Background: an optimization exercise with open tools, aiming at small area and a short achievable clock period. Do not read the settings as production practice. Only simulation tests tie the RTL to the original design; equivalence was not proved. Power is estimated from default activity; no workload was simulated.

==> flow/design.v <==
module Median_Filter#
  (parameter row = 554, col = 430)
  (input            clk,
  input signed[31:0]pixel,
  input       [7:0] data_in_0, data_in_1, data_in_2,
  input       [7:0] data_in_3, data_in_4, data_in_5,
  input       [7:0] data_in_6, data_in_7, data_in_8,
  output            done,
  output reg  [7:0]data_filtered);
  wire [17:0] p  = pixel[17:0];
  wire [16:0] q  = pixel[17:1];
  wire        p0 = pixel[0];
  wire p_lt_r;
  assign p_lt_r = (~p[17] & (~p[16] & (~p[15] & (~p[14] & (~p[13] & (~p[12] & (~p[11] & (~p[10] & (~p[9] | (~p[8] & (~p[7] & (~p[6] & (~p[5] | (~p[4] & (~p[3] | (~p[2] & ~p[1]))))))))))))))));
  wire p_lt_last;
  assign p_lt_last = (~p[17] | (~p[16] | (~p[15] | (~p[14] & (~p[13] | (~p[12] & (~p[11] & (~p[10] & (~p[9] & (~p[8] & (~p[7] & (~p[6] | (~p[5] | (~p[4] & (~p[3] & (~p[2] & ~p[1]))))))))))))))));
  wire in_img;
  mf_bound u_bound (.p(pixel), .done(done), .in_img(in_img));
  wire col_edge = in_img & (p_lt_r | ~p_lt_last);
  wire [14:0] nq = ~q[14:0];
  wire np0 = ~p0;
  wire ry1;
  mf_and2 u_and21 (.a(q[0]), .b(np0), .y(ry1));
  wire ry2;
  mf_maj u_maj2 (.a(q[1]), .b(np0), .c(ry1), .y(ry2));
  wire ry3;
  mf_maj u_maj3 (.a(q[2]), .b(nq[0]), .c(ry2), .y(ry3));
  wire ry4;
  mf_xnor2 u_xnor24 (.a(q[3]), .b(nq[1]), .y(ry4));
  wire ry5;
  mf_or2 u_or25 (.a(q[3]), .b(nq[1]), .y(ry5));
  wire ry6;
  mf_and2 u_and26 (.a(ry4), .b(ry3), .y(ry6));
  wire rs7, rco7;
  mf_fa u_fa7 (.a(q[4]), .b(nq[2]), .c(ry5), .s(rs7), .co(rco7));
  wire ry8;
  mf_and2 u_and28 (.a(rs7), .b(ry6), .y(ry8));
  wire ry9;
  mf_xnor2 u_xnor29 (.a(q[5]), .b(nq[3]), .y(ry9));
  wire ry10;
  mf_or2 u_or210 (.a(q[5]), .b(nq[3]), .y(ry10));
  wire ry11;
  mf_maj u_maj11 (.a(ry9), .b(rco7), .c(ry8), .y(ry11));
  wire rs12, rco12;
  mf_fa u_fa12 (.a(q[6]), .b(q[0]), .c(p0), .s(rs12), .co(rco12));
  wire rs13, rco13;
  mf_fa u_fa13 (.a(nq[4]), .b(ry10), .c(rs12), .s(rs13), .co(rco13));
  wire ry14;
  mf_and2 u_and214 (.a(rs13), .b(ry11), .y(ry14));
  wire rs15, rco15;
  mf_fa u_fa15 (.a(q[7]), .b(q[1]), .c(nq[5]), .s(rs15), .co(rco15));
  wire rs16, rco16;
  mf_fa u_fa16 (.a(rco12), .b(rs15), .c(rco13), .s(rs16), .co(rco16));
  wire ry17;
  mf_and2 u_and217 (.a(rs16), .b(ry14), .y(ry17));
  wire rs18, rco18;
  mf_fa u_fa18 (.a(q[8]), .b(q[2]), .c(nq[6]), .s(rs18), .co(rco18));
  wire rs19, rco19;
  mf_fa u_fa19 (.a(rco15), .b(rs18), .c(rco16), .s(rs19), .co(rco19));
  wire ry20;
  mf_and2 u_and220 (.a(rs19), .b(ry17), .y(ry20));
  wire rs21, rco21;
  mf_fa u_fa21 (.a(q[9]), .b(q[3]), .c(nq[7]), .s(rs21), .co(rco21));
  wire rs22, rco22;
  mf_fa u_fa22 (.a(nq[0]), .b(np0), .c(rco18), .s(rs22), .co(rco22));
  wire rs23, rco23;
  mf_fa u_fa23 (.a(rs21), .b(rs22), .c(rco19), .s(rs23), .co(rco23));
  wire rs24, rco24;
  mf_fa u_fa24 (.a(q[10]), .b(q[4]), .c(nq[8]), .s(rs24), .co(rco24));
  wire rs25, rco25;
  mf_fa u_fa25 (.a(nq[1]), .b(rco21), .c(rs24), .s(rs25), .co(rco25));
  wire rs26, rco26;
  mf_fa u_fa26 (.a(rco22), .b(rs25), .c(rco23), .s(rs26), .co(rco26));
  wire rs27, rco27;
  mf_fa u_fa27 (.a(q[11]), .b(q[5]), .c(q[0]), .s(rs27), .co(rco27));
  wire rs28, rco28;
  mf_fa u_fa28 (.a(p0), .b(nq[9]), .c(nq[2]), .s(rs28), .co(rco28));
  wire rs29, rco29;
  mf_fa u_fa29 (.a(rs27), .b(rco24), .c(rs28), .s(rs29), .co(rco29));
  wire rs30, rco30;
  mf_fa u_fa30 (.a(rco25), .b(rs29), .c(rco26), .s(rs30), .co(rco30));
  wire rs31, rco31;
  mf_fa u_fa31 (.a(q[12]), .b(q[6]), .c(q[1]), .s(rs31), .co(rco31));
  wire rs32, rco32;
  mf_fa u_fa32 (.a(nq[10]), .b(nq[3]), .c(rco27), .s(rs32), .co(rco32));
  wire rs33, rco33;
  mf_fa u_fa33 (.a(rs31), .b(rco28), .c(rs32), .s(rs33), .co(rco33));
  wire rs34, rco34;
  mf_fa u_fa34 (.a(rco29), .b(rs33), .c(rco30), .s(rs34), .co(rco34));
  wire rs35, rco35;
  mf_fa u_fa35 (.a(q[13]), .b(q[7]), .c(q[2]), .s(rs35), .co(rco35));
  wire rs36, rco36;
  mf_fa u_fa36 (.a(nq[11]), .b(nq[4]), .c(rco31), .s(rs36), .co(rco36));
  wire rs37, rco37;
  mf_fa u_fa37 (.a(rs35), .b(rco32), .c(rs36), .s(rs37), .co(rco37));
  wire rs38, rco38;
  mf_fa u_fa38 (.a(rco33), .b(rs37), .c(rco34), .s(rs38), .co(rco38));
  wire rs39, rco39;
  mf_fa u_fa39 (.a(q[14]), .b(q[8]), .c(q[3]), .s(rs39), .co(rco39));
  wire rs40, rco40;
  mf_fa u_fa40 (.a(q[0]), .b(p0), .c(nq[12]), .s(rs40), .co(rco40));
  wire rs41, rco41;
  mf_fa u_fa41 (.a(nq[5]), .b(rco35), .c(rs39), .s(rs41), .co(rco41));
  wire rs42, rco42;
  mf_fa u_fa42 (.a(rs40), .b(rco36), .c(rs41), .s(rs42), .co(rco42));
  wire rs43, rco43;
  mf_fa u_fa43 (.a(rco37), .b(rs42), .c(rco38), .s(rs43), .co(rco43));
  wire rs44, rco44;
  mf_fa u_fa44 (.a(q[15]), .b(q[9]), .c(q[4]), .s(rs44), .co(rco44));
  wire rs45, rco45;
  mf_fa u_fa45 (.a(q[1]), .b(nq[13]), .c(nq[6]), .s(rs45), .co(rco45));
  wire rs46, rco46;
  mf_fa u_fa46 (.a(rco39), .b(rs44), .c(rco40), .s(rs46), .co(rco46));
  wire rs47, rco47;
  mf_fa u_fa47 (.a(rs45), .b(rco41), .c(rs46), .s(rs47), .co(rco47));
  wire rs48, rco48;
  mf_fa u_fa48 (.a(rco42), .b(rs47), .c(rco43), .s(rs48), .co(rco48));
  wire rt48 = q[16] ^ q[10] ^ q[5];
  wire rt49 = q[2] ^ nq[14] ^ nq[7];
  wire rt50 = rco44 ^ rt48 ^ rco45;
  wire rt51 = rt49 ^ rco46 ^ rt50;
  wire rt52 = rco47 ^ rt51 ^ rco48;
  wire row_mult_ok = (ry20 & rs23 & rs26 & rs30 & rs34 & rs38 & rs43 & rs48 & rt52) | ~(ry20 | rs23 | rs26 | rs30 | rs34 | rs38 | rs43 | rs48 | rt52);
  wire row_edge = in_img & row_mult_ok;
  wire [7:0] m0n, m1n, m2n, res;
  mf_med3n u_m0 (.a(data_in_0), .b(data_in_1), .c(data_in_2), .force_b(col_edge), .yn(m0n));
  mf_med3n u_m1 (.a(data_in_3), .b(data_in_4), .c(data_in_5), .force_b(col_edge), .yn(m1n));
  mf_med3n u_m2 (.a(data_in_6), .b(data_in_7), .c(data_in_8), .force_b(col_edge), .yn(m2n));
  mf_med3n u_mf (.a(m0n), .b(m1n), .c(m2n), .force_b(row_edge), .yn(res));
  always @(posedge clk)
    data_filtered <= res;
endmodule
module mf_med3n
  (input  [7:0] a, b, c,
   input        force_b,
   output [7:0] yn);
  function gt8;
    input [7:0] a, b;
    integer i;
    begin
      gt8 = 1'b0;
      for (i = 0; i < 8; i = i + 1)
        gt8 = (a[i] ^ b[i]) ? a[i] : gt8;
    end
  endfunction
  wire gab = gt8(a, b);
  wire gbc = gt8(b, c);
  wire gac = gt8(a, c);
  wire sb = ~(gab ^ gbc) | force_b;
  wire sa = ~sb & (gab ^ gac);
  wire sc = ~sb & ~(gab ^ gac);
  genvar i;
  generate
    for (i = 0; i < 8; i = i + 1) begin : g_sel
      mf_aoi222 u_sel (.a1(sa), .a2(a[i]), .b1(sb), .b2(b[i]), .c1(sc), .c2(c[i]), .y(yn[i]));
    end
  endgenerate
endmodule
module mf_bound (input [31:0] p, output done, in_img);
  wire past = (|p[30:18]) | (p[17:0] >= 18'd238220);
  assign done   = ~p[31] & past;
  assign in_img = ~p[31] & ~past;
endmodule
module mf_fa (input a, b, c, output s, co);
  assign s  = a ^ b ^ c;
  assign co = (a & b) | (a & c) | (b & c);
endmodule
module mf_ha (input a, b, output s, co);
  assign s  = a ^ b;
  assign co = a & b;
endmodule
module mf_and2 (input a, b, output y);
  assign y = a & b;
endmodule
module mf_or2 (input a, b, output y);
  assign y = a | b;
endmodule
module mf_xnor2 (input a, b, output y);
  assign y = ~(a ^ b);
endmodule
module mf_xor2 (input a, b, output y);
  assign y = a ^ b;
endmodule
module mf_maj (input a, b, c, output y);
  assign y = (a & b) | (a & c) | (b & c);
endmodule
module mf_aoi222
  (input a1, a2, b1, b2, c1, c2,
   output y);
  assign y = ~((a1 & a2) | (b1 & b2) | (c1 & c2));
endmodule
==> flow/flow/run.sh <==
#!/bin/bash
# Own layout flow: the standard ORFS flow with these changes:
#  2. ports are buffered with sky130_fd_sc_hd__buf_1.
# Each tool's output goes to a log file in the work folder.
set -euo pipefail
W=$(pwd)
export MF_FLOW="$W/flow"
export BUFFER_PORTS_ARGS="-buffer_cell sky130_fd_sc_hd__buf_1"
make -C "$FLOW_HOME" DESIGN_CONFIG="$W/config.mk" WORK_HOME="$W/orfs" CLKGATE_MAP_FILE= \
  SYNTH_SCRIPT="$W/flow/synth.tcl" synth > "$W/synth.log" 2>&1
bash "$W/standard.sh" > "$W/layout.log" 2>&1
test -f "$W/out/final.def"
==> flow/flow/area.abc <==
strash
dc2
dch -f
map -a
strash
dc2
dch -f
map -a
strash
dch -f
map -a
topo
==> flow/flow/cells_map.v <==
// Hand mapping of the design's leaf modules onto library cells.
module mf_aoi222 (input a1, a2, b1, b2, c1, c2, output y);
  sky130_fd_sc_hd__a222oi_1 _TECHMAP_REPLACE_ (.A1(a1), .A2(a2), .B1(b1), .B2(b2), .C1(c1), .C2(c2), .Y(y));
endmodule
module mf_fa (input a, b, c, output s, co);
  sky130_fd_sc_hd__fa_1 _TECHMAP_REPLACE_ (.A(a), .B(b), .CIN(c), .SUM(s), .COUT(co));
endmodule
module mf_ha (input a, b, output s, co);
  sky130_fd_sc_hd__ha_1 _TECHMAP_REPLACE_ (.A(a), .B(b), .SUM(s), .COUT(co));
endmodule
module mf_maj (input a, b, c, output y);
  sky130_fd_sc_hd__maj3_1 _TECHMAP_REPLACE_ (.A(a), .B(b), .C(c), .X(y));
endmodule
// done = ~p[31] & past, in_img = ~p[31] & ~past, with
// past = (p[30:18] != 0 | p[17:0] >= 238220), as a shallow gate network:
// past = o1 | o2 | t1 | t2 | f & h with
//   o1 | o2 = p[30:18] != 0,  e0 = p17 p16 p15,  t1 = e0 p14,
//   t2 = e0 p13 (p12 | p11 | p10),  f = e0 p13 p9,
//   h = p8 | p7 (p6 | p5 | p4 | p3 p2)
module mf_bound (input [31:0] p, output done, in_img);
  wire e0n, fn, r3, r2, c32, n1, n2, n3, n4, n5, p8n;
  wire o1, o2, t1, t2, w, f, k, a1, a2, h, a, g;
  sky130_fd_sc_hd__nand3_1 g_e0n (.A(p[17]), .B(p[16]), .C(p[15]), .Y(e0n));
  sky130_fd_sc_hd__nand2_1 g_fn  (.A(p[13]), .B(p[9]), .Y(fn));
  sky130_fd_sc_hd__nor3_1  g_r3  (.A(p[12]), .B(p[11]), .C(p[10]), .Y(r3));
  sky130_fd_sc_hd__nor3_1  g_r2  (.A(p[6]), .B(p[5]), .C(p[4]), .Y(r2));
  sky130_fd_sc_hd__nand2_1 g_c32 (.A(p[3]), .B(p[2]), .Y(c32));
  sky130_fd_sc_hd__nor3_1  g_n1  (.A(p[18]), .B(p[19]), .C(p[20]), .Y(n1));
  sky130_fd_sc_hd__nor3_1  g_n2  (.A(p[21]), .B(p[22]), .C(p[23]), .Y(n2));
  sky130_fd_sc_hd__nor3_1  g_n3  (.A(p[24]), .B(p[25]), .C(p[26]), .Y(n3));
  sky130_fd_sc_hd__nor2_1  g_n4  (.A(p[27]), .B(p[28]), .Y(n4));
  sky130_fd_sc_hd__nor2_1  g_n5  (.A(p[29]), .B(p[30]), .Y(n5));
  sky130_fd_sc_hd__inv_1   g_p8n (.A(p[8]), .Y(p8n));
  sky130_fd_sc_hd__nand3_1 g_o1  (.A(n1), .B(n2), .C(n3), .Y(o1));
  sky130_fd_sc_hd__nand2_1 g_o2  (.A(n4), .B(n5), .Y(o2));
  sky130_fd_sc_hd__nor2b_1 g_t1  (.A(e0n), .B_N(p[14]), .Y(t1));
  sky130_fd_sc_hd__nor3b_1 g_t2  (.A(e0n), .B(r3), .C_N(p[13]), .Y(t2));
  sky130_fd_sc_hd__nand2_1 g_w   (.A(r2), .B(c32), .Y(w));
  sky130_fd_sc_hd__nor2_1  g_f   (.A(e0n), .B(fn), .Y(f));
  sky130_fd_sc_hd__nand2_1 g_k   (.A(p[7]), .B(w), .Y(k));
  sky130_fd_sc_hd__nor2_1  g_a1  (.A(o1), .B(o2), .Y(a1));
  sky130_fd_sc_hd__nor2_1  g_a2  (.A(t1), .B(t2), .Y(a2));
  sky130_fd_sc_hd__nand2_1 g_h   (.A(p8n), .B(k), .Y(h));
  sky130_fd_sc_hd__nand2_1 g_a   (.A(a1), .B(a2), .Y(a));
  sky130_fd_sc_hd__a21oi_1 g_g   (.A1(f), .A2(h), .B1(a), .Y(g));
  sky130_fd_sc_hd__nor2_1  g_done (.A(p[31]), .B(g), .Y(done));
  sky130_fd_sc_hd__nor2b_1 g_in  (.A(p[31]), .B_N(g), .Y(in_img));
endmodule
module mf_and2 (input a, b, output y);
  sky130_fd_sc_hd__and2_0 _TECHMAP_REPLACE_ (.A(a), .B(b), .X(y));
endmodule
module mf_or2 (input a, b, output y);
  sky130_fd_sc_hd__or2_0 _TECHMAP_REPLACE_ (.A(a), .B(b), .X(y));
endmodule
module mf_xor2 (input a, b, output y);
  sky130_fd_sc_hd__xor2_1 _TECHMAP_REPLACE_ (.A(a), .B(b), .X(y));
endmodule
module mf_xnor2 (input a, b, output y);
  sky130_fd_sc_hd__xnor2_1 _TECHMAP_REPLACE_ (.A(a), .B(b), .Y(y));
endmodule
==> flow/flow/synth.tcl <==
proc synth {args} { yosys synth -nofsm -noshare {*}$args }
# As synth_recipe.tcl, except:
#  - after the first hierarchy pass, the design's leaf modules listed in
#    flow/cells_map.v are mapped onto the library cells given there;
#  - cells are mapped with the area-oriented ABC script flow/area.abc.
set ::mf_mapped 0
proc hierarchy {args} {
  yosys hierarchy {*}$args
  if { !$::mf_mapped } {
    set ::mf_mapped 1
    yosys techmap -map $::env(MF_FLOW)/cells_map.v
    yosys hierarchy {*}$args
  }
}
proc abc {args} {
  set i [lsearch -exact $args -script]
  set area [lreplace $args [expr {$i + 1}] [expr {$i + 1}] $::env(MF_FLOW)/area.abc]
  yosys abc {*}$area
}
source $::env(SCRIPTS_DIR)/synth.tcl
# left out here: clear keep_hierarchy, flatten, clean up, hide names made inside functions, write 1_2_yosys.v
==> flow/standard.sh <==
#!/bin/bash
# synth_recipe.tcl (not shown) runs the flow's synth.tcl, then flattens the netlist and writes it again
# the make line also repeats each setting of config.mk as NAME=value (left out here)
make -C /OpenROAD-flow-scripts/flow DESIGN_CONFIG=/design/flow/config.mk WORK_HOME=/design/flow/orfs CLKGATE_MAP_FILE= SYNTH_SCRIPT=/design/flow/synth_recipe.tcl "${@:-finish}"
==> flow/config.mk <==
export PLATFORM = sky130hd
export DESIGN_NAME = Median_Filter
export DESIGN_NICKNAME = Median_Filter
export VERILOG_FILES = /design/flow/design.v
export SDC_FILE = /design/flow/constraint.sdc
export NUM_CORES = 4
export LEC_CHECK = 0
export CAP_MARGIN = 20
export CORE_MARGIN = 2
export CORE_UTILIZATION = 40
export CTS_BUF_LIST = sky130_fd_sc_hd__clkbuf_2
export SLEW_MARGIN = 20
==> flow/constraint.sdc <==
create_clock -name core_clock -period 32.0 [get_ports {clk}]
set_input_delay 6.4000 -clock core_clock [delete_from_list [all_inputs] [get_ports {clk}]]
set_output_delay 6.4000 -clock core_clock [all_outputs]
set_load 0.01 [all_outputs]
==> impl_summary.txt, run 1 <==
----------------------------------------------------
[GRT]
  Met2 track utilization from global routing ... 36.6%
  Largest net degree at the start of global routing ... 11
  Via count of the first global-routing pass ... 3,008
  GR Overflow Total ... 0
  Number of antenna violations at the first check in global routing ... 0
  GR peak layer ... met2
  Met3 Resource Use GR ... 1.87%
  Combined global-route utilization of all metal layers ... 21.2%
  Wire length of the first global-routing pass ... 13.6 mm
  Global routing usage on met1 ... 29.5%

[Job]
  MaxCap Viol Count ... 0

[Synth]
  Share of synthesized area occupied by flip-flops and latches ... 5.59%
  Combinational family with the most area after synthesis ... compound AO/OA/AOI/OAI gates
  Synthesized-area fraction occupied by ao, oa, aoi and oai cells ... 39.6%
  Multiplexer share of the synthesized area ... 0%
  Post-Synth XOR/XNOR Area ... 5.50%
  Post-synthesis instance area ... 0.00287 sq mm
  Number of distinct library cell variants in the gate-level netlist after synthesis ... 28
  Synthesized net count ... 525
  Post-synthesis share of cell area spent on and, or, nand and nor gates ... 12.0%
  Synthesized-area fraction occupied by adder cells ... 25.5%
  Area share of the largest cell type after synthesis ... 24.5%
  Syn_area_per_cell ... 7.44 sq um
  Post-Syn Instances ... 385
  Top area cells in the synthesized netlist ... sky130_fd_sc_hd__fa_1, sky130_fd_sc_hd__clkinv_1, sky130_fd_sc_hd__a222oi_1
  Leading area contributor after synthesis ... sky130_fd_sc_hd__fa_1
  Count of warnings emitted by yosys ... 2
  Flip-flop and latch count after synthesis ... 8

[Critical path]
  Kind of launch point of the worst setup path ... input pin
  Number of buffers and inverters on the critical path ... 2
  Largest fanout on the critical path ... 4
  Cell with the largest stage delay on the worst path ... sky130_fd_sc_hd__nor3b_1
  Worst stage delay on the critical path ... 0.22 ns
  CP required ... 25.60 ns
  Crit-path leading delay family ... simple AND/OR/NAND/NOR gates
  Data arrival, critical path ... 7.40 ns
  Class of the most critical setup path ... input pin to output pin
  Cell-by-cell trace of the critical path ... buf_1, nand3_1, nor3b_1, nor2_1, nand2_1, a21oi_1, nor2_1, buf_1
  Capturing element type of the critical path ... output pin

[Pwr]
  IR drop worst, VDD ... 32.6 uV
  Static leakage power ... 0.00108 uW
  Power after layout ... 162 uW
  Pwr per Cell Area ... 47.3 mW/mm^2

[Clock network]
  Clock tree buffer depth ... 2
  Number of clock buffers inserted by TritonCTS ... 3
  Cts-stage hold buffer count ... 0
  TritonCTS clock tree ... yes
  Post_cts resized ... 0
  Clock transition time at the flip-flop clock pins of the worst setup and hold paths ... 0.08 ns
  Clk sinks ... 8
  H-Tree Level Count ... 1
  Root buffer selected by CTS ... sky130_fd_sc_hd__clkbuf_2
  Number of setup buffers added after CTS ... 0

[Drt]
  Post-detailed-routing wire length ... 8.58 mm
  Detail-routed net length per standard cell ... 14.4 um
  Residual antenna-violating net count after detailed routing ... 0
  Drt initial violations ... 324
  Router iterations before antenna repair ... 9
  Count of unresolved DRC violations after routing ... 0
  Ratio of routed vias to standard cells ... 5.74
  Via count ... 3,425

[Final layout]
  Max reg flops ... 8
  Number of diodes added for antenna fixing ... 0
  Largest Register ... data_filtered
  Area added between synthesis and finish ... 19.5%
  Final layout net count ... 643
  Fraction of layout cells with a size suffix above 1 ... 0.798%
  Largest registers in the final layout ... data_filtered (8)
  Non-filler instance count after layout ... 597

[Timing]
  Setup slack of the critical path after layout ... 18.20 ns
  Number of setup violations in the final report ... 0
  Final-report max-slew violation count ... 0
  Final cycle utilization of the critical path ... 43.1%
  Achievable frequency ... 0.0725 GHz
  RSZ-0062 raised after global routing ... false
  Shortest period the worst path allows ... 13.80 ns
  Hold violation total from the final report ... 0
  Accumulated negative setup slack ... 0 ns
  Tightest slew margin relative to the limit ... 33.2%
  Worst slew pin tran ... 0.991 ns

[Floorplanning]
  Std cell rows ... 30
  I/O pin cnt ... 114
  Width of the die ... 88.6 um
  Core area ... 0.00687 sq mm
  Initial standard-cell utilization of the core ... 41.7%
  Die Footprint ... 0.00786 sq mm
  Die height ... 88.6 um

[Placement]
  Post-placement worst setup slack ... 18.21 ns
  Dpl hpwl ... 7.51 mm
  Count of buffers inserted at the top-level ports ... 113
  Placer's final routability congestion estimate ... 0.923
  Cells after DPL ... 594

[Hold path]
  Worst min-delay path category ... input pin to flop

[Outcome]
  Run status ... no timing/DRC/antenna violations

----------------------------------------------------
-- worst min-delay path: cells and delay by family --
family	cells	cell delay [ns]
AO/OA/AOI/OAI	2	0.42
buffers and inverters	1	0.11
-- layout make-up --
cell class,count,area (sq um)
Fill cell,759,3440
Multi-Input combinational cell,287,2370
Inverter,90,338
Sequential cell,8,160
Clock buffer,3,15.0
Timing Repair Buffer,113,424
Tap cell,96,120
-- power breakdown --
part           switching [uW]  total (uW)  internal [uW]
registers                1.32        17.8           16.5
logic                    82.5         138           55.8
clock network            3.35        5.91           2.55
total                    87.2         162           74.9
-- metal layers --
layer,part of all wire [%],up-vias
met1,43,1564
met2,49,145
met4,0.65,0
li1,-,1712
met5,0,-
met3,7.2,4
-- path summary, 6_finish.rpt --
kind          from               end  slack, ns  cells after the start
max      pixel[15]              done      18.20                      8
min   data_in_4[2]  data_filtered[2]       6.76                      3
-- layout by cell type (no fill, tap or decap), types with 6 or more instances in the layout --
| master | Yosys | layout |
|---|---|---|
| sky130_fd_sc_hd__buf_1 | 0 | 113 |
| sky130_fd_sc_hd__a222oi_1 | 32 | 32 |
| sky130_fd_sc_hd__xnor2_1 | 8 | 8 |
| sky130_fd_sc_hd__nor3_1 | 7 | 7 |
| sky130_fd_sc_hd__o22ai_1 | 43 | 43 |
| sky130_fd_sc_hd__nor2_1 | 26 | 26 |
| sky130_fd_sc_hd__a22oi_1 | 19 | 19 |
| sky130_fd_sc_hd__clkinv_1 | 89 | 89 |
| sky130_fd_sc_hd__nand2_1 | 25 | 25 |
| sky130_fd_sc_hd__dfxtp_1 | 8 | 8 |
| sky130_fd_sc_hd__a221oi_1 | 10 | 10 |
| sky130_fd_sc_hd__o221ai_1 | 12 | 12 |
| sky130_fd_sc_hd__a21oi_1 | 18 | 18 |
| sky130_fd_sc_hd__and2_0 | 6 | 6 |
| sky130_fd_sc_hd__o21ai_0 | 12 | 12 |
| sky130_fd_sc_hd__xor2_1 | 10 | 10 |
| sky130_fd_sc_hd__fa_1 | 35 | 35 |
-- synth_stat cells, drive strengths merged --
master and n:
nor2 26, nand4 4, inv 1, nor2b 2, or2 2, dfxtp 8, a222oi 32, o21ai 12
nand3 3, fa 35, a21boi 2, o41ai 2, a31oi 2, or3 1, o22ai 43, maj3 3
a21oi 18, and2 6, nand2 25, nor3b 1, o211ai 2, nor3 7, xor2 10, clkinv 89
a22oi 19, a221oi 10, o221ai 12, xnor2 8
-- through the flow --
stage	hold slack, ns	utilization (%)	instance area (sq um)
floorplan	6.70	-	2870
global placement	6.79	49.6	3410
detailed placement	6.79	49.6	3410
CTS	6.74	49.9	3420
global route	6.82	49.9	3420
finish	6.76	49.9	3420
-- kinds of logic (layout without fill, tap and decap cells) --
| group | Yosys count | after routing |
|---|---|---|
| AO/OA/AOI/OAI | 154 | 154 |
| buffers and inverters | 90 | 206 |
| AND/OR/NAND/NOR | 77 | 77 |
| adder cells (fa/ha/maj) | 38 | 38 |
| XOR/XNOR | 18 | 18 |
| flip-flops | 8 | 8 |
==> inputs of run 2 (changes only) <==
==> flow/flow/cells_map.v (replaced) <==
// Hand mapping of the design's leaf modules onto library cells.
module mf_aoi222 (input a1, a2, b1, b2, c1, c2, output y);
  sky130_fd_sc_hd__a222oi_1 _TECHMAP_REPLACE_ (.A1(a1), .A2(a2), .B1(b1), .B2(b2), .C1(c1), .C2(c2), .Y(y));
endmodule
module mf_fa (input a, b, c, output s, co);
  sky130_fd_sc_hd__fa_1 _TECHMAP_REPLACE_ (.A(a), .B(b), .CIN(c), .SUM(s), .COUT(co));
endmodule
module mf_ha (input a, b, output s, co);
  sky130_fd_sc_hd__ha_1 _TECHMAP_REPLACE_ (.A(a), .B(b), .SUM(s), .COUT(co));
endmodule
module mf_maj (input a, b, c, output y);
  sky130_fd_sc_hd__maj3_1 _TECHMAP_REPLACE_ (.A(a), .B(b), .C(c), .X(y));
endmodule
// done = ~p[31] & past, in_img = ~p[31] & ~past, with
// past = (p[30:18] != 0 | p[17:0] >= 238220), as a four-level gate network:
// past = o1 | o2 | t1 | t34 | t5 with
//   o1 | o2 = p[30:18] != 0,  e0 = p17 p16 p15,  t1 = e0 p14,
//   t34 = e0 p13 (p12 | p11 | p10 | p9 p8),
//   t5 = e0 p13 p9 p7 (p6 | p5 | p4 | p3 p2)
module mf_bound (input [31:0] p, output done, in_img);
  wire c32, r2, r3, x13, t1n, g98n, g97n, n1, n2, n3, n4, n5;
  wire w, y, f7, o1, o2, t5n, v1, v2;
  sky130_fd_sc_hd__nand2_1 g_c32 (.A(p[3]), .B(p[2]), .Y(c32));
  sky130_fd_sc_hd__nor3_1  g_r2  (.A(p[6]), .B(p[5]), .C(p[4]), .Y(r2));
  sky130_fd_sc_hd__nor3_1  g_r3  (.A(p[12]), .B(p[11]), .C(p[10]), .Y(r3));
  sky130_fd_sc_hd__nand4_1 g_x13 (.A(p[17]), .B(p[16]), .C(p[15]), .D(p[13]), .Y(x13));
  sky130_fd_sc_hd__nand4_1 g_t1n (.A(p[17]), .B(p[16]), .C(p[15]), .D(p[14]), .Y(t1n));
  sky130_fd_sc_hd__nand2_1 g_g98 (.A(p[9]), .B(p[8]), .Y(g98n));
  sky130_fd_sc_hd__nand2_1 g_g97 (.A(p[9]), .B(p[7]), .Y(g97n));
  sky130_fd_sc_hd__nor3_1  g_n1  (.A(p[18]), .B(p[19]), .C(p[20]), .Y(n1));
  sky130_fd_sc_hd__nor3_1  g_n2  (.A(p[21]), .B(p[22]), .C(p[23]), .Y(n2));
  sky130_fd_sc_hd__nor3_1  g_n3  (.A(p[24]), .B(p[25]), .C(p[26]), .Y(n3));
  sky130_fd_sc_hd__nor2_1  g_n4  (.A(p[27]), .B(p[28]), .Y(n4));
  sky130_fd_sc_hd__nor2_1  g_n5  (.A(p[29]), .B(p[30]), .Y(n5));
  sky130_fd_sc_hd__nand2_1 g_w   (.A(r2), .B(c32), .Y(w));
  sky130_fd_sc_hd__nand2_1 g_y   (.A(r3), .B(g98n), .Y(y));
  sky130_fd_sc_hd__nor2_1  g_f7  (.A(x13), .B(g97n), .Y(f7));
  sky130_fd_sc_hd__nand3_1 g_o1  (.A(n1), .B(n2), .C(n3), .Y(o1));
  sky130_fd_sc_hd__nand2_1 g_o2  (.A(n4), .B(n5), .Y(o2));
  sky130_fd_sc_hd__nand2_1 g_t5n (.A(f7), .B(w), .Y(t5n));
  sky130_fd_sc_hd__nor3b_1 g_v1  (.A(o1), .B(o2), .C_N(t1n), .Y(v1));
  sky130_fd_sc_hd__nand2b_1 g_v2 (.A_N(x13), .B(y), .Y(v2));
  sky130_fd_sc_hd__a31oi_1 g_done (.A1(v1), .A2(v2), .A3(t5n), .B1(p[31]), .Y(done));
  sky130_fd_sc_hd__and4b_1 g_in  (.A_N(p[31]), .B(v1), .C(v2), .D(t5n), .X(in_img));
endmodule
module mf_and2 (input a, b, output y);
  sky130_fd_sc_hd__and2_0 _TECHMAP_REPLACE_ (.A(a), .B(b), .X(y));
endmodule
module mf_or2 (input a, b, output y);
  sky130_fd_sc_hd__or2_0 _TECHMAP_REPLACE_ (.A(a), .B(b), .X(y));
endmodule
module mf_xor2 (input a, b, output y);
  sky130_fd_sc_hd__xor2_1 _TECHMAP_REPLACE_ (.A(a), .B(b), .X(y));
endmodule
module mf_xnor2 (input a, b, output y);
  sky130_fd_sc_hd__xnor2_1 _TECHMAP_REPLACE_ (.A(a), .B(b), .Y(y));
endmodule
--- a/flow/config.mk
+++ b/flow/config.mk
@@ -7,6 +7,6 @@
 export LEC_CHECK = 0
 export CAP_MARGIN = 20
 export CORE_MARGIN = 2
-export CORE_UTILIZATION = 40
+export CORE_UTILIZATION = 30
 export CTS_BUF_LIST = sky130_fd_sc_hd__clkbuf_2
 export SLEW_MARGIN = 20
==> run 2 against run 1 <==
Compared with the run above: area after synthesis is essentially flat; clock power grew 5.9%; sequential power grew 2%; sequential cell count is the same; global-route usage shrank 4.4 points; non-clock buffer count is the same; largest power group unchanged.
==> impl_summary.txt, run 2 <==
----------------------------------------------------
[Outcome]
  Run status ... no timing/DRC/antenna violations

[Clock network]
  Clock tree buffer depth ... 2 (unchanged)
  Clock transition time at the flip-flop clock pins of the worst setup and hold paths ... 0.09 ns (about the same)
  Number of setup buffers added after CTS ... 0 (unchanged)
  Clk sinks ... 8 (unchanged)
  H-Tree Level Count ... 1 (unchanged)
  Root buffer selected by CTS ... sky130_fd_sc_hd__clkbuf_2
  TritonCTS clock tree ... yes
  Cts-stage hold buffer count ... 0 (unchanged)
  Number of clock buffers inserted by TritonCTS ... 3 (unchanged)
  Post_cts resized ... 0 (unchanged)

[Synth]
  Most frequent cell after synthesis ... sky130_fd_sc_hd__clkinv_1
  Share of synthesized area occupied by flip-flops and latches ... 5.59% (about the same)
  Count of warnings emitted by yosys ... 2 (unchanged)
  Top area cells in the synthesized netlist ... sky130_fd_sc_hd__fa_1, sky130_fd_sc_hd__clkinv_1, sky130_fd_sc_hd__a222oi_1
  Share of synthesized registers carrying an async set or reset ... 0% (unchanged)
  Most instantiated flip-flop cell in the synthesis netlist ... sky130_fd_sc_hd__dfxtp_1
  Synthesized-area fraction occupied by adder cells ... 25.5% (about the same)
  Commonest cells in the netlist ... sky130_fd_sc_hd__clkinv_1, sky130_fd_sc_hd__o22ai_1, sky130_fd_sc_hd__fa_1
  Post-Synth XOR/XNOR Area ... 5.51% (about the same)
  Multiplexer share of the synthesized area ... 0% (unchanged)
  Area share of the largest cell type after synthesis ... 24.5% (about the same)
  Flip-flop and latch count after synthesis ... 8 (unchanged)
  Post-synth EDFFs ... 0 (unchanged)
  Combinational family with the most area after synthesis ... compound AO/OA/AOI/OAI gates
  Synthesized-area fraction occupied by ao, oa, aoi and oai cells ... 39.7% (+0.078 points)
  Synthesized net count ... 522 (-0.57%)
  Syn_area_per_cell ... 7.49 sq um (+0.70%)
  Post-synthesis instance area ... 0.00286 sq mm (about the same)
  Post-Syn Instances ... 382 (-0.78%)
  Leading area contributor after synthesis ... sky130_fd_sc_hd__fa_1
  Number of distinct library cell variants in the gate-level netlist after synthesis ... 28 (unchanged)
  Post-synthesis share of cell area spent on and, or, nand and nor gates ... 12.0% (about the same)

[Final layout]
  Filler Cell Count ... 1,001 (+32%)
  Largest registers in the final layout ... data_filtered (8)
  Area added between synthesis and finish ... 21.0%
  Final layout net count ... 640 (-0.47%)
  Fraction of layout cells with a size suffix above 1 ... 0.803% (+0.0048 points)
  Commonest cells after routing, fill and taps aside ... sky130_fd_sc_hd__buf_1, sky130_fd_sc_hd__clkinv_1, sky130_fd_sc_hd__o22ai_1
  Number of diodes added for antenna fixing ... 0 (unchanged)
  Max reg flops ... 8 (unchanged)
  Leading cell type in the layout, fill and taps excluded ... sky130_fd_sc_hd__buf_1
  Largest Register ... data_filtered

[Timing]
  Achievable frequency ... 0.0728 GHz (+0.43%)
  Setup slack of the critical path after layout ... 18.26 ns (+0.0596 ns)
  Final-report max-slew violation count ... 0 (unchanged)
  Final cycle utilization of the critical path ... 42.9% (-0.19 points)
  Shortest period the worst path allows ... 13.74 ns (-0.0596 ns)
  Accumulated negative setup slack ... 0 ns (unchanged)
  RSZ-0062 raised after global routing ... false
  Tightest slew margin relative to the limit ... 32.7% (-0.51 points)
  Worst slew pin tran ... 0.999 ns (+0.00753 ns)
  Number of setup violations in the final report ... 0 (unchanged)
  Hold violation total from the final report ... 0 (unchanged)

[Floorplanning]
  Initial standard-cell utilization of the core ... 31.0% (-11 points)
  I/O pin cnt ... 114 (unchanged)
  Die height ... 102 um (+15%)
  Core area ... 0.00924 sq mm (+35%)
  Die Footprint ... 0.0103 sq mm (+32%)
  Std cell rows ... 35 (+17%)
  Width of the die ... 102 um (+15%)

[Drt]
  Residual antenna-violating net count after detailed routing ... 0 (unchanged)
  Post-detailed-routing wire length ... 9.12 mm (+6.3%)
  Ratio of routed vias to standard cells ... 5.68 (-1.0%)
  Via count ... 3,561 (+4.0%)
  Detail-routed net length per standard cell ... 14.5 um (+1.2%)
  Drt initial violations ... 220 (-32%)
  Count of unresolved DRC violations after routing ... 0 (unchanged)
  Router iterations before antenna repair ... 9 (unchanged)

[Critical path]
  Data arrival, critical path ... 7.34 ns (-0.06 ns)
  Capturing element type of the critical path ... output pin
  Largest fanout on the critical path ... 5 (+1)
  Class of the most critical setup path ... input pin to output pin
  Kind of launch point of the worst setup path ... input pin
  CP required ... 25.60 ns (about the same)

[GRT]
  Wire length of the first global-routing pass ... 14.2 mm (+4.7%)
  GR Overflow Total ... 0 (unchanged)
  Via count of the first global-routing pass ... 3,229 (+7.3%)
  Largest net degree at the start of global routing ... 11 (unchanged)
  Combined global-route utilization of all metal layers ... 16.8% (-4.4 points)
  Number of antenna violations at the first check in global routing ... 0 (unchanged)

[Pwr]
  Static leakage power ... 0.00107 uW (-0.84%)
  IR drop worst, VDD ... 19.7 uV (-39%)
  Pwr per Cell Area ... 47.0 mW/mm^2 (-0.70%)

[Placement]
  Dpl hpwl ... 8.00 mm (+6.6%)
  Placer's final routability congestion estimate ... 0.883 (-4.3%)
  Count of buffers inserted at the top-level ports ... 113 (unchanged)
  Post-placement worst setup slack ... 18.27 ns (+0.0658 ns)

[Job]
  MaxCap Viol Count ... 0 (unchanged)

[Hold path]
  Worst min-delay path category ... input pin to flop

----------------------------------------------------
-- run 2: changes by cell type in the layout (fill, tap and decap cells not counted), sizes merged --
cell    change
nand3       -1
inv         -1
nand2b      +1
a21oi       -1
and4b       +1
nand4       +2
nor2        -3
a31oi       +1
nor2b       -2
-- run 2: critical path, cell delays in order --
cell and delay, ns:
sky130_fd_sc_hd__buf_1 0.24, sky130_fd_sc_hd__nand4_1 0.16, sky130_fd_sc_hd__nor2_1 0.12, sky130_fd_sc_hd__nand2_1 0.07, sky130_fd_sc_hd__a31oi_1 0.17, sky130_fd_sc_hd__buf_1 0.16
-- run 2: path summary, 6_finish.rpt --
path                  depth (start not counted)               end    startpoint
worst max-delay path                          6              done     pixel[15]
worst min-delay path                          3  data_filtered[4]  data_in_6[4]
-- run 2: power by group --
group	switching, uW	leakage [uW]	internal, uW
registers	1.63	0.0000675	16.5
clock network	3.71	0.0000125	2.55
logic	82.7	0.000988	55.7
-- run 2: logic make-up after synthesis --
group                    after synthesis
AO/OA/AOI/OAI                        154
buffers and inverters                 89
adder cells (fa/ha/maj)               38
AND/OR/NAND/NOR                       75
XOR/XNOR                              18
flip-flops                             8
-- run 2: per-layer routing --
metal / wire length (um) / up-vias / GRT usage [%]
li1: - / 1727 / -
met1: 4040 / 1664 / 22.8
met2: 4300 / 160 / 28.6
met3: 683 / 10 / 1.66
met4: 94 / 0 / 3.95
met5: 0 / - / 0
-- run 2: stage by stage --
step	power [uW]	cell area, sq um	util, %	std cells	hold WS, ns
3_3_place_gp	153	3450	37.3	624	6.79
4_1_cts	163	3460	37.5	627	6.78
3_5_place_dp	157	3450	37.3	624	6.79
2_1_floorplan	117	2860	-	382	6.70
5_1_grt	180	3460	37.5	627	6.78
6_report	163	3460	37.5	627	6.78
-- run 2: cell type report --
cell class | count | area, sq um | share of cell area, %
multi-input cells | 285 | 2370 | 68.4
repair buffers | 113 | 424 | 12.2
inverters | 89 | 334 | 9.65
well taps | 129 | 161 | 4.66
flip-flops and latches | 8 | 160 | 4.62
clock buffers | 3 | 15.0 | 0.434
==> inputs of run 3 (changes only) <==
--- a/flow/config.mk
+++ b/flow/config.mk
@@ -7,6 +7,6 @@
 export LEC_CHECK = 0
 export CAP_MARGIN = 20
 export CORE_MARGIN = 2
-export CORE_UTILIZATION = 30
+export CORE_UTILIZATION = 60
 export CTS_BUF_LIST = sky130_fd_sc_hd__clkbuf_2
 export SLEW_MARGIN = 20
==> run 3 against run 2 <==
Compared with the run above: maximum frequency grew 0.14%; still clean; area after synthesis is the same; via count shrank 3.5%; die area shrank 48%; hold slack lost 0.0012 ns; core utilization grew 35 points; sequential power is essentially flat; cell area shrank 2.7%; critical path depth is the same; critical endpoint unchanged.
==> impl_summary.txt, run 3 <==
----------------------------------------------------
[Outcome]
  Run status ... no timing/DRC/antenna violations

[Drt]
  Post-detailed-routing wire length ... 7.82 mm (-14%)
  Ratio of routed vias to standard cells ... 6.22 (+9.6%)
  Residual antenna-violating net count after detailed routing ... 0 (unchanged)
  Detail-routed net length per standard cell ... 14.2 um (-2.6%)
  Drt initial violations ... 298 (+35%)
  Router iterations before antenna repair ... 11 (+2)
  Count of unresolved DRC violations after routing ... 0 (unchanged)
  Via count ... 3,435 (-3.5%)

[Final layout]
  Number of diodes added for antenna fixing ... 0 (unchanged)
  Non-filler instance count after layout ... 552 (-12%)
  Max reg flops ... 8 (unchanged)
  Commonest cells after routing, fill and taps aside ... sky130_fd_sc_hd__buf_1, sky130_fd_sc_hd__clkinv_1, sky130_fd_sc_hd__o22ai_1
  Largest Register ... data_filtered
  Area added between synthesis and finish ... 17.7%
  Final layout net count ... 640 (unchanged)
  Largest registers in the final layout ... data_filtered (8)
  Fraction of layout cells with a size suffix above 1 ... 0.803% (unchanged)
  Leading cell type in the layout, fill and taps excluded ... sky130_fd_sc_hd__buf_1
  Filler Cell Count ... 391 (-61%)

[Clock network]
  Number of setup buffers added after CTS ... 0 (unchanged)
  Root buffer selected by CTS ... sky130_fd_sc_hd__clkbuf_2
  Post_cts resized ... 0 (unchanged)
  TritonCTS clock tree ... yes
  Clk sinks ... 8 (unchanged)
  Number of clock buffers inserted by TritonCTS ... 3 (unchanged)
  Cts-stage hold buffer count ... 0 (unchanged)
  Clock transition time at the flip-flop clock pins of the worst setup and hold paths ... 0.07 ns (-0.02 ns)
  H-Tree Level Count ... 1 (unchanged)
  Clock tree buffer depth ... 2 (unchanged)

[Timing]
  Tightest slew margin relative to the limit ... 33.9% (+1.2 points)
  Number of setup violations in the final report ... 0 (unchanged)
  Worst slew pin tran ... 0.981 ns (-0.0183 ns)
  Setup slack of the critical path after layout ... 18.28 ns (+0.0197 ns)
  Achievable frequency ... 0.0729 GHz (+0.14%)
  Hold violation total from the final report ... 0 (unchanged)
  Final-report max-slew violation count ... 0 (unchanged)
  Accumulated negative setup slack ... 0 ns (unchanged)
  RSZ-0062 raised after global routing ... false
  Final cycle utilization of the critical path ... 42.9% (-0.062 points)
  Final-layout worst hold slack ... 6.78 ns (-0.00119 ns)
  Shortest period the worst path allows ... 13.72 ns (-0.0197 ns)

[Floorplanning]
  Initial standard-cell utilization of the core ... 61.4% (+30 points)
  Die Footprint ... 0.00534 sq mm (-48%)
  Die height ... 73.1 um (-28%)
  Core area ... 0.00466 sq mm (-50%)
  Width of the die ... 73.1 um (-28%)
  I/O pin cnt ... 114 (unchanged)
  Std cell rows ... 25 (-29%)

[Critical path]
  CP required ... 25.60 ns (about the same)
  Capturing element type of the critical path ... output pin
  Data arrival, critical path ... 7.32 ns (-0.02 ns)
  Largest fanout on the critical path ... 5 (unchanged)
  Kind of launch point of the worst setup path ... input pin
  Class of the most critical setup path ... input pin to output pin

[Synth]
  Top area cells in the synthesized netlist ... sky130_fd_sc_hd__fa_1, sky130_fd_sc_hd__clkinv_1, sky130_fd_sc_hd__a222oi_1
  Number of distinct library cell variants in the gate-level netlist after synthesis ... 28 (unchanged)
  Syn_area_per_cell ... 7.49 sq um (unchanged)
  Synthesized net count ... 522 (unchanged)
  Flip-flop and latch count after synthesis ... 8 (unchanged)
  Leading area contributor after synthesis ... sky130_fd_sc_hd__fa_1
  Count of warnings emitted by yosys ... 2 (unchanged)
  Share of synthesized area occupied by flip-flops and latches ... 5.59% (unchanged)
  Most instantiated flip-flop cell in the synthesis netlist ... sky130_fd_sc_hd__dfxtp_1
  Most frequent cell after synthesis ... sky130_fd_sc_hd__clkinv_1
  Commonest cells in the netlist ... sky130_fd_sc_hd__clkinv_1, sky130_fd_sc_hd__o22ai_1, sky130_fd_sc_hd__fa_1
  Post-synthesis instance area ... 0.00286 sq mm (unchanged)
  Share of synthesized registers carrying an async set or reset ... 0% (unchanged)
  Area share of the largest cell type after synthesis ... 24.5% (unchanged)
  Post-synth EDFFs ... 0 (unchanged)
  Post-Syn Instances ... 382 (unchanged)

[Placement]
  Post-placement worst setup slack ... 18.28 ns (+0.00950 ns)
  Placer's final routability congestion estimate ... 0.929 (+5.3%)
  Cells after DPL ... 549 (-12%)
  Dpl hpwl ... 6.88 mm (-14%)
  Count of buffers inserted at the top-level ports ... 113 (unchanged)

[GRT]
  Via count of the first global-routing pass ... 2,966 (-8.1%)
  Number of antenna violations at the first check in global routing ... 0 (unchanged)
  GR Overflow Total ... 0 (unchanged)
  Combined global-route utilization of all metal layers ... 29.3% (+13 points)
  Wire length of the first global-routing pass ... 12.7 mm (-10%)
  Largest net degree at the start of global routing ... 11 (unchanged)

[Pwr]
  Pwr per Cell Area ... 47.5 mW/mm^2 (+1.0%)
  Static leakage power ... 0.00107 uW (unchanged)
  Internal power summed over all cells ... 75.2 uW (+0.60%)
  Flop pwr share ... 11.2% (about the same)
  Net Sw Power ... 84.7 uW (-3.7%)
  IR drop worst, VDD ... 33.2 uV (+68%)
  Switching power as a share of total power ... 53.0% (-1.1 points)
  Power after layout ... 160 uW (-1.7%)
  Proportion of power drawn by combinational gates ... 85.2% (+0.2 points)
  Clock network fraction of total power ... 3.6% (-0.2 points)

[Hold path]
  Worst min-delay path category ... input pin to flop

[Job]
  MaxCap Viol Count ... 0 (unchanged)

----------------------------------------------------
## run 3: cell families after synthesis
kind of cell    Yosys count  share of synthesized area, %
compound gates          154                          39.7
xor+xnor                 18                          5.51
buf+inv                  89                          11.7
simple gates             75                          12.0
fa+ha+maj                38                          25.5
flops                     8                          5.59
## run 3: per-layer routing
metal,up-vias,track usage (%),share of wire (%)
li1,1717,-,-
met1,1560,39.5,41
met2,150,50.9,50
met3,8,5.11,8.3
met4,0,2.88,0.75
met5,-,0,0
## run 3: power by group through the flow
stage	Combinational, uW	Sequential (uW)	Clock [uW]
after global placement	130	18.3	0
after CTS	135	17.9	5.81
after global routing	152	18.3	6.19
after detailed placement	134	18.1	0
final	136	17.9	5.74
after floorplan	96.0	20.9	0
## run 3: critical path, cell delays in order
cell	delay, ns
sky130_fd_sc_hd__buf_1	0.24
sky130_fd_sc_hd__nand4_1	0.15
sky130_fd_sc_hd__nor2_1	0.12
sky130_fd_sc_hd__nand2_1	0.08
sky130_fd_sc_hd__a31oi_1	0.16
sky130_fd_sc_hd__buf_1	0.17
## run 3: per-stage QoR
stage          util [%]  cell area [sq um]
6_report           72.3               3370
5_1_grt            72.3               3370
4_1_cts            72.3               3370
3_5_place_dp       72.0               3350
3_3_place_gp       72.0               3350
2_1_floorplan         -               2860
## run 3: worst paths after layout
path    startpoint  cells after the start          endpoint  slack (ns)
max      pixel[15]                      6              done       18.28
min   data_in_4[2]                      3  data_filtered[2]        6.78
## run 3: area by class of cell
| class | instances | area [sq um] | share of cell area (%) |
|---|---|---|---|
| Multi-Input combinational cell | 285 | 2370 | 70.3 |
| Sequential cell | 8 | 160 | 4.75 |
| Inverter | 89 | 334 | 9.91 |
| Timing Repair Buffer | 113 | 424 | 12.6 |
| Clock buffer | 3 | 15.0 | 0.446 |
| Tap cell | 54 | 67.6 | 2.01 |
==> inputs of run 4 (changes only) <==
--- a/flow/config.mk
+++ b/flow/config.mk
@@ -7,6 +7,6 @@
 export LEC_CHECK = 0
 export CAP_MARGIN = 20
 export CORE_MARGIN = 2
-export CORE_UTILIZATION = 60
+export CORE_UTILIZATION = 40
 export CTS_BUF_LIST = sky130_fd_sc_hd__clkbuf_2
 export SLEW_MARGIN = 20
==> run 4 against run 3 <==
Compared with the run above: largest cell class unchanged; sequential power about the same; critical path type unchanged; sequential share of layout area decreased by 0.073 points; critical endpoint unchanged; maximum frequency decreased by 0.14%.
==> impl_summary.txt, run 4 <==
----------------------------------------------------
[Clock network]
  TritonCTS clock tree ... yes
  Clk sinks ... 8 (unchanged)
  Number of clock buffers inserted by TritonCTS ... 3 (unchanged)
  Clock transition time at the flip-flop clock pins of the worst setup and hold paths ... 0.07 ns (about the same)
  Number of setup buffers added after CTS ... 0 (unchanged)
  Post_cts resized ... 0 (unchanged)
  H-Tree Level Count ... 1 (unchanged)
  Clock tree buffer depth ... 2 (unchanged)
  Root buffer selected by CTS ... sky130_fd_sc_hd__clkbuf_2
  Cts-stage hold buffer count ... 0 (unchanged)

[Floorplanning]
  Die height ... 88.6 um (+21%)
  Width of the die ... 88.6 um (+21%)
  Std cell rows ... 30 (+20%)
  Core area ... 0.00687 sq mm (+47%)
  I/O pin cnt ... 114 (unchanged)
  Die Footprint ... 0.00785 sq mm (+47%)
  Initial standard-cell utilization of the core ... 41.7% (-20 points)

[Synth]
  Top area cells in the synthesized netlist ... sky130_fd_sc_hd__fa_1, sky130_fd_sc_hd__clkinv_1, sky130_fd_sc_hd__a222oi_1
  Share of synthesized area occupied by flip-flops and latches ... 5.59% (unchanged)
  Syn_area_per_cell ... 7.49 sq um (unchanged)
  Post-Syn Instances ... 382 (unchanged)
  Post-synthesis instance area ... 0.00286 sq mm (unchanged)
  Count of warnings emitted by yosys ... 2 (unchanged)
  Most frequent cell after synthesis ... sky130_fd_sc_hd__clkinv_1
  Most instantiated flip-flop cell in the synthesis netlist ... sky130_fd_sc_hd__dfxtp_1
  Post-synth EDFFs ... 0 (unchanged)
  Synthesized net count ... 522 (unchanged)
  Leading area contributor after synthesis ... sky130_fd_sc_hd__fa_1
  Share of synthesized registers carrying an async set or reset ... 0% (unchanged)
  Area share of the largest cell type after synthesis ... 24.5% (unchanged)
  Flip-flop and latch count after synthesis ... 8 (unchanged)
  Number of distinct library cell variants in the gate-level netlist after synthesis ... 28 (unchanged)
  Commonest cells in the netlist ... sky130_fd_sc_hd__clkinv_1, sky130_fd_sc_hd__o22ai_1, sky130_fd_sc_hd__fa_1

[Critical path]
  CP required ... 25.60 ns (about the same)
  Capturing element type of the critical path ... output pin
  Class of the most critical setup path ... input pin to output pin
  Data arrival, critical path ... 7.34 ns (+0.02 ns)
  Cell with the largest stage delay on the worst path ... sky130_fd_sc_hd__buf_1
  Most Frequent Cell on Critical Path ... sky130_fd_sc_hd__nand2_1
  Largest fanout on the critical path ... 7 (+2)
  Worst stage delay on the critical path ... 0.33 ns (+0.09 ns)
  Cell-by-cell trace of the critical path ... buf_1, nand2_1, nand2_1, nand2_1, a31oi_1, buf_1
  Kind of launch point of the worst setup path ... input pin

[Final layout]
  Largest Register ... data_filtered
  Max reg flops ... 8 (unchanged)
  Number of diodes added for antenna fixing ... 0 (unchanged)
  Leading cell type in the layout, fill and taps excluded ... sky130_fd_sc_hd__buf_1
  Area added between synthesis and finish ... 19.5%
  Fraction of layout cells with a size suffix above 1 ... 0.803% (unchanged)
  Non-filler instance count after layout ... 594 (+7.6%)
  Commonest cells after routing, fill and taps aside ... sky130_fd_sc_hd__buf_1, sky130_fd_sc_hd__clkinv_1, sky130_fd_sc_hd__o22ai_1
  Final layout net count ... 640 (unchanged)
  Filler Cell Count ... 744 (+90%)
  Largest registers in the final layout ... data_filtered (8)

[Pwr]
  Pwr per Cell Area ... 47.2 mW/mm^2 (-0.51%)
  Static leakage power ... 0.00107 uW (unchanged)
  Power after layout ... 162 uW (+1.0%)
  IR drop worst, VDD ... 18.9 uV (-43%)

[Timing]
  Achievable frequency ... 0.0728 GHz (-0.14%)
  Tightest slew margin relative to the limit ... 32.1% (-1.8 points)
  Accumulated negative setup slack ... 0 ns (unchanged)
  Shortest period the worst path allows ... 13.74 ns (+0.0187 ns)
  Worst slew pin tran ... 1.01 ns (+0.0270 ns)
  Hold violation total from the final report ... 0 (unchanged)
  RSZ-0062 raised after global routing ... false
  Number of setup violations in the final report ... 0 (unchanged)
  Final cycle utilization of the critical path ... 42.9% (+0.058 points)
  Final-report max-slew violation count ... 0 (unchanged)

[GRT]
  Combined global-route utilization of all metal layers ... 21.6% (-7.7 points)
  GR Overflow Total ... 0 (unchanged)
  Wire length of the first global-routing pass ... 13.8 mm (+8.3%)
  Largest net degree at the start of global routing ... 11 (unchanged)
  Number of antenna violations at the first check in global routing ... 0 (unchanged)
  Via count of the first global-routing pass ... 3,095 (+4.3%)

[Drt]
  Drt initial violations ... 379 (+27%)
  Router iterations before antenna repair ... 9 (-2)
  Ratio of routed vias to standard cells ... 5.78 (-7.2%)
  Via count ... 3,432 (-0.087%)
  Residual antenna-violating net count after detailed routing ... 0 (unchanged)
  Post-detailed-routing wire length ... 8.60 mm (+10%)
  Count of unresolved DRC violations after routing ... 0 (unchanged)
  Detail-routed net length per standard cell ... 14.5 um (+2.2%)

[Placement]
  Cells after DPL ... 591 (+7.7%)
  Dpl hpwl ... 7.56 mm (+9.9%)
  Count of buffers inserted at the top-level ports ... 113 (unchanged)
  Placer's final routability congestion estimate ... 0.892 (-4.1%)

[Hold path]
  Startpoint of the lowest-slack hold path ... data_in_4[2]
  Cell depth of the worst hold path ... 3 (unchanged)
  Terminating pin of the worst hold path ... data_filtered[2]
  Worst min-delay path category ... input pin to flop

[Outcome]
  Run status ... no timing/DRC/antenna violations

[Job]
  MaxCap Viol Count ... 0 (unchanged)

----------------------------------------------------
run 4: cell families (layout without fill, tap and decap cells):
logic type | after synthesis | in the layout | share of synthesized area (%)
XOR/XNOR | 18 | 18 | 5.51
buffers and inverters | 89 | 205 | 11.7
AO/OA/AOI/OAI | 154 | 154 | 39.7
adder cells (fa/ha/maj) | 38 | 38 | 25.5
flip-flops | 8 | 8 | 5.59
AND/OR/NAND/NOR | 75 | 75 | 12.0
run 4: power by group:
part,switching [uW],internal [uW],total [uW],leakage (uW)
sequential,1.32,16.5,17.9,0.0000675
clock,3.02,2.55,5.57,0.0000125
combinational,82.5,55.7,138,0.000988
total,86.8,74.8,162,0.00107
run 4: final cells by class:
type                       instances  area [sq um]  share of cell area [%]
clock buffer                       3          15.0                   0.439
inverter                          89           334                    9.76
multi-input combinational        285          2370                    69.2
sequential                         8           160                    4.68
tap                               96           120                    3.51
timing repair buffer             113           424                    12.4
run 4: worst max path at each step:
stage | start | endpoint | slack (ns)
floorplan | pixel[24] | done | 18.58
global placement | pixel[6] | done | 18.29
detailed placement | pixel[6] | done | 18.25
CTS | pixel[6] | done | 18.25
global route | pixel[2] | done | 18.16
finish | pixel[2] | done | 18.26
run 4: metrics by stage:
stage	utilization [%]	hold WS [ns]	setup WS, ns	cell area [sq um]
4_1_cts	49.8	6.77	18.25	3420
3_3_place_gp	49.6	6.79	18.29	3410
3_5_place_dp	49.6	6.79	18.25	3410
2_1_floorplan	-	6.70	18.58	2860
6_report	49.8	6.78	18.26	3420
5_1_grt	49.8	6.80	18.16	3420
run 4: routing by layer:
metal / vias up / global-route usage [%] / routed length (um)
li1: 1706 / - / -
met3: 2 / 1.87 / 552
met2: 134 / 39.2 / 4230
met1: 1590 / 29.1 / 3810
met5: - / 0 / 0
met4: 0 / 1.79 / 4
run 4: worst max-delay path: cells and delay by family:
family / cells / cell delay, ns
AOI/OAI and AO/OA: 1 / 0.16
and+or+nand+nor: 3 / 0.28
buffers and inverters: 2 / 0.50
==> inputs of run 5 (changes only) <==
--- a/flow/flow/cells_map.v
+++ b/flow/flow/cells_map.v
@@ -43,15 +43,3 @@
   sky130_fd_sc_hd__a31oi_1 g_done (.A1(v1), .A2(v2), .A3(t5n), .B1(p[31]), .Y(done));
   sky130_fd_sc_hd__and4b_1 g_in  (.A_N(p[31]), .B(v1), .C(v2), .D(t5n), .X(in_img));
 endmodule
-module mf_and2 (input a, b, output y);
-  sky130_fd_sc_hd__and2_0 _TECHMAP_REPLACE_ (.A(a), .B(b), .X(y));
-endmodule
-module mf_or2 (input a, b, output y);
-  sky130_fd_sc_hd__or2_0 _TECHMAP_REPLACE_ (.A(a), .B(b), .X(y));
-endmodule
-module mf_xor2 (input a, b, output y);
-  sky130_fd_sc_hd__xor2_1 _TECHMAP_REPLACE_ (.A(a), .B(b), .X(y));
-endmodule
-module mf_xnor2 (input a, b, output y);
-  sky130_fd_sc_hd__xnor2_1 _TECHMAP_REPLACE_ (.A(a), .B(b), .Y(y));
-endmodule
==> run 5 against run 4 <==
Compared with the run above: still clean on timing, DRC and antenna; sequential share of layout area about the same; via count decreased by 0.52%; power increased by 2.2%; hold slack improved by 0.0034 ns; sequential power about the same; die area decreased by 0.63%; first-iteration DRC count decreased by 21%; cell area decreased by 0.55%; critical path depth unchanged; cell count decreased by 1.3%; count of clock-buffer cells in the layout unchanged; critical path type unchanged.
==> impl_summary.txt, run 5 <==
----------------------------------------------------
[Synth]
  Flip-flop and latch count after synthesis ... 8 (unchanged)
  Number of distinct library cell variants in the gate-level netlist after synthesis ... 31 (+11%)
  Most instantiated flip-flop cell in the synthesis netlist ... sky130_fd_sc_hd__dfxtp_1
  Share of synthesized registers carrying an async set or reset ... 0% (unchanged)
  Commonest cells in the netlist ... sky130_fd_sc_hd__clkinv_1, sky130_fd_sc_hd__fa_1, sky130_fd_sc_hd__o22ai_1
  Leading area contributor after synthesis ... sky130_fd_sc_hd__fa_1
  Count of warnings emitted by yosys ... 2 (unchanged)
  Post-synthesis instance area ... 0.00284 sq mm (-0.66%)
  Post-Syn Instances ... 374 (-2.1%)
  Top area cells in the synthesized netlist ... sky130_fd_sc_hd__fa_1, sky130_fd_sc_hd__clkinv_1, sky130_fd_sc_hd__a222oi_1
  Synthesized net count ... 516 (-1.1%)
  Share of synthesized area occupied by flip-flops and latches ... 5.63% (+0.037 points)
  Most frequent cell after synthesis ... sky130_fd_sc_hd__clkinv_1
  Syn_area_per_cell ... 7.60 sq um (+1.5%)
  Post-synth EDFFs ... 0 (unchanged)
  Area share of the largest cell type after synthesis ... 24.6% (+0.16 points)

[GRT]
  Number of antenna violations at the first check in global routing ... 0 (unchanged)
  Combined global-route utilization of all metal layers ... 22.0% (+0.39 points)
  Met2 track utilization from global routing ... 38.3% (-0.96 points)
  Largest net degree at the start of global routing ... 11 (unchanged)
  GR Overflow Total ... 0 (unchanged)
  Wire length of the first global-routing pass ... 14.0 mm (+1.6%)
  Global routing usage on met1 ... 30.8% (+1.7 points)
  Met3 Resource Use GR ... 1.87% (unchanged)
  Via count of the first global-routing pass ... 3,100 (+0.16%)
  GR peak layer ... met2

[Timing]
  Setup slack of the critical path after layout ... 18.23 ns (-0.0297 ns)
  RSZ-0062 raised after global routing ... false
  Final cycle utilization of the critical path ... 43.0% (+0.093 points)
  Worst slew pin tran ... 0.772 ns (-0.235 ns)
  Achievable frequency ... 0.0726 GHz (-0.22%)
  Final-report max-slew violation count ... 0 (unchanged)
  Accumulated negative setup slack ... 0 ns (unchanged)
  Hold violation total from the final report ... 0 (unchanged)
  Number of setup violations in the final report ... 0 (unchanged)
  Shortest period the worst path allows ... 13.77 ns (+0.0297 ns)
  Tightest slew margin relative to the limit ... 48.5% (+16 points)

[Critical path]
  Number of gates on the worst path with buffers counted ... 6 (unchanged)
  Cell with the largest stage delay on the worst path ... sky130_fd_sc_hd__buf_1
  Worst stage delay on the critical path ... 0.37 ns (+0.04 ns)
  Class of the most critical setup path ... input pin to output pin
  CP required ... 25.60 ns (about the same)
  Data arrival, critical path ... 7.37 ns (+0.03 ns)
  Cell-by-cell trace of the critical path ... buf_1, nand2_1, nand2_1, nand2_1, a31oi_1, buf_1
  Number of buffers and inverters on the critical path ... 2 (unchanged)
  Launch point of the worst path ... pixel[3]
  Crit-path leading delay family ... buffers and inverters
  Largest fanout on the critical path ... 8 (+1)
  Most Frequent Cell on Critical Path ... sky130_fd_sc_hd__nand2_1
  Capturing element type of the critical path ... output pin
  Setup crit end ... done
  Kind of launch point of the worst setup path ... input pin

[Outcome]
  Run status ... no timing/DRC/antenna violations

[Clock network]
  Clk sinks ... 8 (unchanged)
  Clock transition time at the flip-flop clock pins of the worst setup and hold paths ... 0.07 ns (about the same)
  Cts-stage hold buffer count ... 0 (unchanged)
  Number of clock buffers inserted by TritonCTS ... 3 (unchanged)
  Root buffer selected by CTS ... sky130_fd_sc_hd__clkbuf_2
  Post_cts resized ... 0 (unchanged)
  TritonCTS clock tree ... yes
  Number of setup buffers added after CTS ... 0 (unchanged)
  H-Tree Level Count ... 1 (unchanged)
  Clock tree buffer depth ... 2 (unchanged)

[Drt]
  Residual antenna-violating net count after detailed routing ... 0 (unchanged)
  Ratio of routed vias to standard cells ... 5.83 (+0.83%)
  Drt initial violations ... 298 (-21%)
  Via count ... 3,414 (-0.52%)
  Router iterations before antenna repair ... 10 (+1)
  Post-detailed-routing wire length ... 8.56 mm (-0.42%)
  Count of unresolved DRC violations after routing ... 0 (unchanged)
  Detail-routed net length per standard cell ... 14.6 um (+0.94%)

[Final layout]
  Final layout net count ... 634 (-0.94%)
  Area added between synthesis and finish ... 19.7%
  Fraction of layout cells with a size suffix above 1 ... 1.02% (+0.22 points)
  Number of diodes added for antenna fixing ... 0 (unchanged)
  Max reg flops ... 8 (unchanged)
  Leading cell type in the layout, fill and taps excluded ... sky130_fd_sc_hd__buf_1
  Commonest cells after routing, fill and taps aside ... sky130_fd_sc_hd__buf_1, sky130_fd_sc_hd__clkinv_1, sky130_fd_sc_hd__fa_1
  Largest Register ... data_filtered
  Largest registers in the final layout ... data_filtered (8)

[Job]
  MaxCap Viol Count ... 0 (unchanged)

[Floorplanning]
  Width of the die ... 88.3 um (-0.32%)
  I/O pin cnt ... 114 (unchanged)
  Core area ... 0.00683 sq mm (-0.55%)
  Initial standard-cell utilization of the core ... 41.6% (-0.046 points)
  Die Footprint ... 0.00780 sq mm (-0.63%)
  Die height ... 88.3 um (-0.32%)
  Std cell rows ... 30 (unchanged)

[Pwr]
  Pwr per Cell Area ... 48.5 mW/mm^2 (+2.8%)
  Power after layout ... 165 uW (+2.2%)
  Static leakage power ... 0.00106 uW (-0.58%)
  IR drop worst, VDD ... 23.9 uV (+26%)

[Hold path]
  Worst min-delay path category ... input pin to flop

[Placement]
  Dpl hpwl ... 7.46 mm (-1.3%)
  Placer's final routability congestion estimate ... 0.845 (-5.2%)
  Count of buffers inserted at the top-level ports ... 113 (unchanged)
  Post-placement worst setup slack ... 18.24 ns (-0.00560 ns)

----------------------------------------------------
run 5: area by class of cell:
cell class	instances	area [sq um]
sequential	8	160
multi-input combinational	277	2350
fill	741	3430
timing repair buffer	113	424
tap	96	120
clock buffer	3	15.0
inverter	89	334
run 5: logic make-up after synthesis:
group	after synthesis	synth area share, %
adders and majority gates	40	26.6
DFF	8	5.63
xor gates and xnor gates	17	5.24
and+or+nand+nor	67	10.4
buffers and inverters	89	11.7
AOI/OAI and AO/OA	153	40.4
run 5: worst min path at each step:
stage | cells after the start | from | to | slack [ns]
CTS | 3 | data_in_8[0] | data_filtered[0] | 6.77
detailed placement | 1 | data_filtered[6] | data_filtered[6] | 6.79
finish | 3 | data_in_8[0] | data_filtered[0] | 6.78
global placement | 1 | data_filtered[5] | data_filtered[5] | 6.79
global route | 3 | data_in_8[1] | data_filtered[1] | 6.82
floorplan | 0 | data_filtered[0] | data_filtered[0] | 6.70
run 5: through the flow:
step                      cell area (sq um)  hold slack (ns)  std cells  utilization, %
after floorplan                        2840             6.70        374               -
after global placement                 3390             6.79        583            49.6
after detailed placement               3390             6.79        583            49.6
after CTS                              3400             6.77        586            49.8
after global routing                   3400             6.82        586            49.8
final                                  3400             6.78        586            49.8
run 5: power breakdown:
group | internal (uW) | switching, uW
clock network | 2.56 | 3.17
registers | 16.6 | 1.27
logic | 56.3 | 85.3
total | 75.5 | 89.7
run 5: metal layers:
| layer | part of all wire (%) | vias up | wire [um] |
|---|---|---|---|
| li1 | - | 1700 | - |
| met1 | 45 | 1573 | 3870 |
| met2 | 48 | 136 | 4070 |
| met3 | 6.8 | 5 | 586 |
| met4 | 0.47 | 0 | 40 |
| met5 | 0 | - | 0 |

separate check: timing with driven ports:
The results above use ideal ports. As a check the final layouts listed here were re-extracted and re-timed, cells and wires unchanged. Step 1 sets driving cells, clkbuf_16 on the clock port and buf_2 on the other inputs (assumed; they add their load-dependent delay and slew). Step 2 adds t to the input delays and takes it off the output delays; t is the mean of the earliest and latest rising clock arrival at the registers after step 1. Input paths then give back, and output paths get back, about the clock's delay inside the block. a / b / c = ideal / step 1 / step 2; a / b = the first two.
| run | t (ns) | setup WS [ns] | latest minus earliest clock arrival (ns) | worst data-port slew with drivers (ns) | pins driven straight from the clock port |
|---|---|---|---|---|---|
| run 1 | 0.249 | 18.202 / 18.179 / 18.179 | 0.005 / 0.005 | 0.04 | 1 |
| run 2 | 0.265 | 18.261 / 18.241 / 18.241 | 0.014 / 0.014 | 0.04 | 1 |
| run 3 | 0.247 | 18.281 / 18.260 / 18.260 | 0.004 / 0.004 | 0.04 | 1 |
| run 4 | 0.242 | 18.262 / 18.241 / 18.241 | 0.004 / 0.003 | 0.04 | 1 |
| run 5 | 0.239 | 18.233 / 18.203 / 18.203 | 0.005 / 0.005 | 0.05 | 1 |
After both steps setup and hold are still met in every run listed. The setup slack of run 5, which loses most, moves by -0.030 ns with the drivers and by -0.030 ns with both steps.
